Source: an optimization exercise on an open RTL-to-GDS flow (aim: small area and a short achievable clock period). Production flows keep margins and buffers that such runs may drop.
Only simulation tests tie the RTL to the original design; equivalence was not proved.
The flow treats the clock pin as an ideal source. Dropping or thinning the clock tree relies on that and would not hold on a real chip.
No activity file was given, so power comes from the tool's default toggle rates.

Setup of P:
Design Benes_8p, start of the top module:
module Benes_8p (input wire [2:0] mp0, mp1, mp2, mp3, mp4, mp5, mp6, mp7,
    input clk,
    output wire [19:0] state
);
    wire [23:0] p0 = {mp7, mp6, mp5, mp4, mp3, mp2, mp1, mp0};
    wire [11:0] l_w;
    Col0_Links c0l(.p(p0), .l(l_w));
    reg [23:0] p1;
    reg [11:0] l1;
    always @(posedge clk) begin
        p1 <= p0;
        l1 <= l_w;
    end
    wire [2:0] s0_w;
    Col0_Settings c0s(.l(l1), .s0(s0_w));
    reg [23:0] p2;
    reg [2:0]  s0_2, s0n_2;
    always @(posedge clk) begin
        p2     <= p1;
        s0_2   <= s0_w;
        s0n_2  <= ~s0_w;
    end
    wire [16:0] q_w;
    Rest_Route rr(.p(p2), .s(s0_2), .sn(s0n_2), .q(q_w));
    reg [16:0] q3, q4, q5, q6, q7;
    always @(posedge clk) begin
        q3 <= q_w;
        q4 <= q3;
        q5 <= q4;
        q6 <= q5;
        q7 <= q6;
    end
    assign state[0]  = 1'b1;
    assign state[1]  = 1'b1;
    assign state[2]  = q7[1];
    assign state[3]  = q7[3];
    assign state[4]  = q7[13];
    assign state[5]  = q7[10];
    assign state[6]  = q7[0];
    assign state[7]  = q7[2];
    assign state[8]  = q7[4];
    assign state[9]  = q7[14];
    assign state[10] = q7[11];
    assign state[11] = 1'b1;
    assign state[12] = q7[6];
    assign state[13] = q7[8];
    assign state[14] = q7[15];
    assign state[15] = q7[12];
    assign state[16] = q7[5];
    assign state[17] = q7[7];
    assign state[18] = q7[9];
    assign state[19] = q7[16];
endmodule
export LEC_CHECK = 0
export ABC_AREA = 1
export CAP_MARGIN = 20
export CORE_MARGIN = 2
export CORE_UTILIZATION = 70
export SETUP_SLACK_MARGIN = 1.37
export SLEW_MARGIN = 20
create_clock -name core_clock -period 2.5 [get_ports {clk}]
standard.sh (not shown) runs the stock make flow with config.mk's settings and CLKGATE_MAP_FILE= SYNTH_SCRIPT=/design/flow/synth_recipe.tcl, a recipe that flattens the netlist after the stock synthesis.
==> flow/flow/run.sh <==
#!/bin/bash
# The standard layout, with the clock tree built by flow/clock_tree.tcl (a
# tree with up to FLOW_CTS_LEAF registers per leaf buffer) in
# place of TritonCTS's.
set -euo pipefail
here=$(pwd)
export FLOW_CTS_LEAF=${FLOW_CTS_LEAF:-38}
export FLOW_CLOCK_PORT=clk
bash standard.sh "PRE_CTS_TCL=$here/flow/clock_tree.tcl" "BUFFER_PORTS_ARGS=-buffer_cell sky130_fd_sc_hd__buf_2" RECOVER_POWER=100 finish > "$here/make_finish.log" 2>&1
test -f out/final.def
Other scripts of this flow, unchanged in this note and not shown: flow/flow/clock_tree.tcl
### P -> Q
- swapping 70 for 75 in CORE_UTILIZATION
- clearing ABC_AREA, which used to be 1
- swapping 1.37 for 1.3 in SETUP_SLACK_MARGIN
==> flow/flow/run.sh <==
#!/bin/bash
# The standard layout, with the clock tree built by flow/clock_tree.tcl (a
# tree with up to FLOW_CTS_LEAF registers per leaf buffer) in
# place of TritonCTS's.
set -euo pipefail
here=$(pwd)
export FLOW_CTS_LEAF=${FLOW_CTS_LEAF:-38}
export FLOW_CLOCK_PORT=clk
bash standard.sh "PRE_CTS_TCL=$here/flow/clock_tree.tcl" finish > "$here/make_finish.log" 2>&1
test -f out/final.def
Results
Lower first-iteration detailed-routing DRC count was reported by P, not Q. Summary: with P as the reference, post-synthesis instance area in Q moved down by a few percent. [Q vs P] critical path arrival: higher in Q. The slowest stage cell on the critical path comes out sky130_fd_sc_hd__dfxtp_4 in one run and sky130_fd_sc_hd__dfxtp_1 in the other, namely in Q and P respectively. Min total power across Q and P: P. Q vs P — global-route wire length before repair climbed by more than a quarter. Delta (Q minus P): via count went up, met2 wire length went up, share of cells above drive strength 1 went up.
Here is what was changed in the inputs of R compared with Q.
- swapping 75 for 40 in CORE_UTILIZATION
- swapping 1.3 for 1.4 in SETUP_SLACK_MARGIN
==> comparison <==
- R finished every stage and its layout cleared the timing, design-rule and antenna checks.
- Comparing R and Q, iteration-0 DRC count of the detailed router is higher on Q.
- The worst slack at placement of R was superior to that of Q.
- Placer congestion estimate on R is up relative to Q.
- Changes observed in R relative to Q: sequential fraction of total cell area went down, aggregate global-route resource usage fell 17 points, clock period minus worst slack shows a reduction of 300 ps.
- Q has lower worst-case setup margin in the final layout than R.
- On cell count of the worst reg-to-reg path, the higher figure sits with Q, not R.
- Going from Q to R, total power shrank by a few percent.
- Sequential cell count: Q vs R identical
[inputs] S vs R
- ABC_AREA newly set to 1
- CORE_UTILIZATION changed from 40 to 70
- SETUP_SLACK_MARGIN changed from 1.4 to 1.3
diff --git a/flow/flow/run.sh b/flow/flow/run.sh
--- a/flow/flow/run.sh
+++ b/flow/flow/run.sh
@@ -7,4 +7,4 @@
 export FLOW_CTS_LEAF=${FLOW_CTS_LEAF:-38}
 export FLOW_CLOCK_PORT=clk
-bash standard.sh "PRE_CTS_TCL=$here/flow/clock_tree.tcl" finish > "$here/make_finish.log" 2>&1
+bash standard.sh "PRE_CTS_TCL=$here/flow/clock_tree.tcl" "POST_CTS_TCL=$here/flow/output_stage.tcl" "BUFFER_PORTS_ARGS=-buffer_cell sky130_fd_sc_hd__buf_2" finish > "$here/make_finish.log" 2>&1
 test -f out/final.def
==> flow/flow/output_stage.tcl (new file) <==
# Run as ORFS's POST_CTS_TCL hook: size up the registers that drive the
# outputs and the buffers between them and the output ports, the paths that
# set the period once the rest is fast enough.
foreach inst [get_cells q7*] {
  replace_cell $inst sky130_fd_sc_hd__dfxtp_4
}
foreach port [get_ports state*] {
  set drv [get_pins -quiet -of_objects [get_nets -of_objects $port] -filter "direction==output"]
  if {[llength $drv] != 1} { continue }
  set inst [get_cells -of_objects $drv]
  if {[string match "sky130_fd_sc_hd__buf_*" [get_property $inst ref_name]]} {
    replace_cell $inst sky130_fd_sc_hd__buf_6
  }
}
detailed_placement
### Flow results
- S never completed; the flow aborted with a tool error in clock tree synthesis.
- Diff R -> S: overall die width shrank by about 23%, post-synthesis instance total grew by 53, sequential area share after synthesis shrank by 1.7 points.
In P, Q and R the design's own scripts or RTL, not TritonCTS, make the clock network.

[re-timing with driven ports]
The flow's constraints put no driver on any port. The routed layouts listed below were extracted and timed again, unchanged, in two steps.
Step 1 assumes that a clkbuf_16 drives the clock port and a buf_2 every other input.
Step 2 times the ports against the registers' clock, not the clock port: input delays grow and output delays shrink by t, the midpoint of the rising clock arrivals with the driver on.
Slacks: ideal ports / drivers / drivers and shift; pairs: ideal ports / drivers.
run	shift t [ns]	setup slack, ns	clock arrival spread, ns	pins driven straight from the clock port
P	0.249	1.342 / 1.269 / 1.170	0.013 / 0.012	4
Q	0.257	0.962 / 0.962 / 0.962	0.009 / 0.009	4
R	0.251	1.263 / 1.263 / 1.244	0.016 / 0.016	4
After both steps setup and hold are still met in every run listed. For P, which loses most, drivers alone change the setup slack by -0.073 ns; drivers and shift together by -0.172 ns.
